This design comes from an exercise in tuning for small area and a short achievable clock period on the open sky130 flow, not from production work.
At most, simulation tests tie the RTL to the original design; equivalence was not proved.
Power figures rest on the tool's default switching activity, not on a simulated workload.

==> flow/design.v (excerpt) <==
module pipeline(
	input				clk,			 
	input				rst_n,		 
	output [9:0]	imem_addr,	 
	input  [15:0]	imem_data,	 
	output			wb_en,		 
	output [3:0]	wb_addr,		 
	output [15:0]	wb_data		 
);
reg [9:0]  PC;
reg        START;
reg [15:0] IRF;
reg [15:8] IRD;       
reg [3:0]  E_op;      
reg [3:0]  E_rd;
reg        E_nz;      
reg        E_sub;     
reg [15:0] R1E;
reg [15:0] R2E;       
reg [15:0] saida_ula;
reg        mult, mult1, mult2, mult3;
reg [3:0]  M0_rd, M1_rd, M2_rd, M3_rd;
reg [15:0] aux3;
reg [3:0]  W_rd;
reg        W_nz;
reg [15:0] saida_ulaW;
reg [15:0] registers [15:0];
assign imem_addr = PC;
assign wb_en   = rst_n & W_nz;
assign wb_addr = W_rd;
assign wb_data = saida_ulaW;
always @(posedge clk) begin
	if (!rst_n) begin
		PC <= 10'd1023;
		START <= 1'b0;
		IRF <= 16'd0;
	end else if (!START) begin
		START <= 1'b1;
	end else begin
		IRF <= imem_data;
		PC <= PC + 10'd1;
	end
end
reg [7:0] rs_oh, rt_oh;    
function [3:0] oh2(input [1:0] v);
	oh2 = 4'b0001 << v;
endfunction
always @(posedge clk) begin
	if (!rst_n) begin
		IRD[15:8] <= 8'd0;
		rs_oh <= 8'h11;
		rt_oh <= 8'h11;
	end else begin
		IRD[15:8] <= IRF[15:8];
		rs_oh <= {oh2(IRF[7:6]), oh2(IRF[5:4])};
		rt_oh <= {oh2(IRF[3:2]), oh2(IRF[1:0])};
	end
end
wire [3:0] D_imm4 = {rs_oh[6] | rs_oh[7], rs_oh[5] | rs_oh[7], rs_oh[2] | rs_oh[3], rs_oh[1] | rs_oh[3]};
wire D_low0 = rs_oh[0] & rs_oh[4] & rt_oh[0] & rt_oh[4];    
wire [3:0] D_op = IRD[15:12];
  ...
export LEC_CHECK = 0
export CAP_MARGIN = 20
export CORE_MARGIN = 2
export CORE_UTILIZATION = 55
export CTS_BUF_LIST = sky130_fd_sc_hd__clkbuf_8
export CTS_CLUSTER_DIAMETER = 60
export CTS_CLUSTER_SIZE = 15
export SETUP_SLACK_MARGIN = 3.3
export SLEW_MARGIN = 20
create_clock -name core_clock -period 6.0 [get_ports {clk}]
standard.sh (not shown) runs the stock make flow with config.mk's settings and CLKGATE_MAP_FILE= SYNTH_SCRIPT=/design/flow/synth_recipe.tcl, a recipe that flattens the netlist after the stock synthesis.
==> flow/flow/run.sh <==
#!/bin/bash
set -euo pipefail
export BUFFER_PORTS_ARGS="-buffer_cell sky130_fd_sc_hd__buf_2"
export CTS_ARGS="-sink_clustering_enable -repair_clock_nets -sink_clustering_size 15 -sink_clustering_max_diameter 60 -buf_list sky130_fd_sc_hd__clkbuf_8 -dont_use_dummy_load"
bash standard.sh finish > standard_flow.log 2>&1
Rerun with:
--- a/flow/design.v
+++ b/flow/design.v
@@ -8,13 +8,13 @@
 	output [15:0]	wb_data		 
 );
 reg [9:0]  PC;
 reg        START;
 reg [15:0] IRF;
 reg [15:8] IRD;       
-reg [3:0]  E_op;      
+reg        E_add, E_slt, E_and, E_or, E_xor;    
 reg [3:0]  E_rd;
 reg        E_nz;      
 reg        E_sub;     
 reg [15:0] R1E;
 reg [15:0] R2E;       
 reg [15:0] saida_ula;
@@ -72,34 +72,33 @@
 		rs_val = rs_val | (registers[j] & {16{rs_oh[4 + j / 4] & rs_oh[j % 4]}});
 		rt_val = rt_val | (registers[j] & {16{rt_oh[4 + j / 4] & rt_oh[j % 4]}});
 	end
 end
 always @(posedge clk) begin
 	if (!rst_n) begin
-		E_op <= 4'd0;
+		{E_add, E_slt, E_and, E_or, E_xor} <= 5'd0;
 		E_nz <= 1'b0;
 		mult <= 1'b0;
 	end else begin
-		E_op <= D_mul ? 4'd0 : D_op;
+		E_add <= (D_op == 4'h1) || (D_op == 4'h2) || (D_op == 4'hA) || (D_op == 4'hB);
+		E_slt <= (D_op == 4'h3);
+		E_and <= (D_op == 4'h4) || (D_op == 4'h7);
+		E_or  <= (D_op == 4'h5) || (D_op == 4'h8);
+		E_xor <= (D_op == 4'h6) || (D_op == 4'h9);
 		E_nz <= !D_mul && (IRD[15:8] != 8'd0 || !D_low0);
 		mult <= D_mul;
 	end
 end
 always @(posedge clk) begin
 	E_rd  <= IRD[11:8];
 	E_sub <= D_sub;
 	M0_rd <= IRD[11:8];
 	R1E   <= D_imm ? {12'd0, D_imm4} : rs_val;
 	R2E   <= D_sub ? ~rt_val : rt_val;
 end
 wire [17:0] sum = {1'b0, R1E, 1'b1} + {1'b0, R2E, E_sub};
-wire E_add = (E_op == 4'h1) || (E_op == 4'h2) || (E_op == 4'hA) || (E_op == 4'hB);
-wire E_slt = (E_op == 4'h3);
-wire E_and = (E_op == 4'h4) || (E_op == 4'h7);
-wire E_or  = (E_op == 4'h5) || (E_op == 4'h8);
-wire E_xor = (E_op == 4'h6) || (E_op == 4'h9);
 reg [15:0] ula;
 always @(*) begin
 	ula = saida_ula;
 	if (E_add) ula = sum[16:1];
 	if (E_slt) ula = {15'd0, ~sum[17]};
 	if (E_and) ula = R1E & R2E;
Result:
- register-to-register slack gets better by 100 ps
- global-route usage is about the same
- non-clock buffer count fell by 22
- worst setup slack gets better by 14 ps
- maximum frequency rose by 0.52%
- via count fell by 2.6%
- count of clock-buffer cells in the layout is unchanged

========
Setup of epsilon:
Another version of the RTL of pipeline (not shown whole).
For scale: roughly 500 flip-flops, ~49 I/O pins, roughly 0.023 sq mm of cells after synthesis.
Settings: LEC_CHECK=0, CAP_MARGIN=20, CORE_MARGIN=2, CORE_UTILIZATION=55, CTS_BUF_LIST=sky130_fd_sc_hd__clkbuf_8, CTS_CLUSTER_DIAMETER=60, CTS_CLUSTER_SIZE=15, SETUP_SLACK_MARGIN=3.4, SLEW_MARGIN=20; clock period 6.0 ns.
run.sh (not shown) runs the stock make flow with config.mk's settings and CLKGATE_MAP_FILE= SYNTH_SCRIPT=/design/flow/synth_recipe.tcl, a recipe that flattens the netlist after the stock synthesis.
Stock flow here: none of the scripts above is used.
Changes in gamma relative to epsilon:
diff --git a/flow/design.v b/flow/design.v
--- a/flow/design.v
+++ b/flow/design.v
@@ -6,15 +6,15 @@
 	output			wb_en,		 
 	output [3:0]	wb_addr,		 
 	output [15:0]	wb_data		 
 );
 reg [9:0]  PC;
 reg        START;
 reg [15:0] IRF;
-reg [15:8] IRD;       
+reg [15:0] IRD;
 reg [3:0]  E_op;      
 reg [3:0]  E_rd;
 reg        E_nz;      
 reg        E_sub;     
 reg [15:0] R1E;
 reg [15:0] R2E;       
 reg [15:0] saida_ula;
@@ -37,62 +37,49 @@
 	end else if (!START) begin
 		START <= 1'b1;
 	end else begin
 		IRF <= imem_data;
 		PC <= PC + 10'd1;
 	end
 end
-reg [7:0] rs_oh, rt_oh;    
-function [3:0] oh2(input [1:0] v);
-	oh2 = 4'b0001 << v;
-endfunction
 always @(posedge clk) begin
-	if (!rst_n) begin
-		IRD[15:8] <= 8'd0;
-		rs_oh <= 8'h11;
-		rt_oh <= 8'h11;
-	end else begin
-		IRD[15:8] <= IRF[15:8];
-		rs_oh <= {oh2(IRF[7:6]), oh2(IRF[5:4])};
-		rt_oh <= {oh2(IRF[3:2]), oh2(IRF[1:0])};
-	end
+	if (!rst_n) IRD <= 16'd0;
+	else        IRD <= IRF;
 end
-wire [3:0] D_imm4 = {rs_oh[6] | rs_oh[7], rs_oh[5] | rs_oh[7], rs_oh[2] | rs_oh[3], rs_oh[1] | rs_oh[3]};
-wire D_low0 = rs_oh[0] & rs_oh[4] & rt_oh[0] & rt_oh[4];    
 wire [3:0] D_op = IRD[15:12];
 wire D_imm = (D_op == 4'h3) || (D_op == 4'h7) || (D_op == 4'h8) ||
              (D_op == 4'h9) || (D_op == 4'hA) || (D_op == 4'hB);
 wire D_sub = (D_op == 4'h2) || (D_op == 4'h3) || (D_op == 4'hB);
 wire D_mul = (D_op == 4'hC);
 reg [15:0] rs_val, rt_val;
 integer j;
 always @(*) begin
 	rs_val = 16'd0;
 	rt_val = 16'd0;
 	for (j = 0; j < 16; j = j + 1) begin
-		rs_val = rs_val | (registers[j] & {16{rs_oh[4 + j / 4] & rs_oh[j % 4]}});
-		rt_val = rt_val | (registers[j] & {16{rt_oh[4 + j / 4] & rt_oh[j % 4]}});
+		rs_val = rs_val | (registers[j] & {16{IRD[7:4] == j}});
+		rt_val = rt_val | (registers[j] & {16{IRD[3:0] == j}});
 	end
 end
 always @(posedge clk) begin
 	if (!rst_n) begin
 		E_op <= 4'd0;
 		E_nz <= 1'b0;
 		mult <= 1'b0;
 	end else begin
 		E_op <= D_mul ? 4'd0 : D_op;
-		E_nz <= !D_mul && (IRD[15:8] != 8'd0 || !D_low0);
+		E_nz <= !D_mul && (IRD != 16'd0);
 		mult <= D_mul;
 	end
 end
 always @(posedge clk) begin
 	E_rd  <= IRD[11:8];
 	E_sub <= D_sub;
 	M0_rd <= IRD[11:8];
-	R1E   <= D_imm ? {12'd0, D_imm4} : rs_val;
+	R1E   <= D_imm ? {12'd0, IRD[7:4]} : rs_val;
 	R2E   <= D_sub ? ~rt_val : rt_val;
 end
 wire [17:0] sum = {1'b0, R1E, 1'b1} + {1'b0, R2E, E_sub};
 wire E_add = (E_op == 4'h1) || (E_op == 4'h2) || (E_op == 4'hA) || (E_op == 4'hB);
 wire E_slt = (E_op == 4'h3);
 wire E_and = (E_op == 4'h4) || (E_op == 4'h7);
 wire E_or  = (E_op == 4'h5) || (E_op == 4'h8);
Findings:
Having completed the whole flow, gamma delivered a layout that passed the timing, design-rule and antenna checks. Lower global-route usage goes to epsilon over gamma. Of epsilon and gamma, epsilon shows the higher final worst setup slack, with gamma below it. gamma vs epsilon: clock insertion delay at the later pin of the skew report down in gamma. Fmax on gamma is down relative to epsilon. Relative to epsilon, clock network fraction of design power increased by 0.4 points in gamma. epsilon -> gamma: cell count increased slightly.
No functional check of the RTL was part of gamma.

==> re-timing with driven ports <==
In the flow no input, the clock included, has a driving cell. The finished layouts below were timed again as built, in two steps. Step 1 sets driving cells, clkbuf_16 on the clock port and buf_2 on the other inputs (assumed; they add their load-dependent delay and slew). Step 2, shift: input delay + t, output delay - t, t = (earliest + latest rising clock arrival at the registers) / 2. This alone moves slack from input paths to output paths. a / b / c = ideal / step 1 / step 2; a / b = the first two.
run	t (ns)	setup slack, ns	worst setup path at the end	worst slew at a driven data input, ns
the first run of note 1	0.687	3.238 / 3.180 / 2.836	input to register	0.08
the second run of note 1	0.683	3.252 / 3.154 / 2.716	input to register	0.14
epsilon	0.721	3.252 / 3.232 / 2.787	input to register	0.05
gamma	0.724	3.148 / 3.101 / 3.009	input to register	0.06
After both steps every run listed still meets setup and hold. The setup slack of the second run of note 1, which loses most, moves by -0.098 ns with the drivers and by -0.536 ns with both steps.
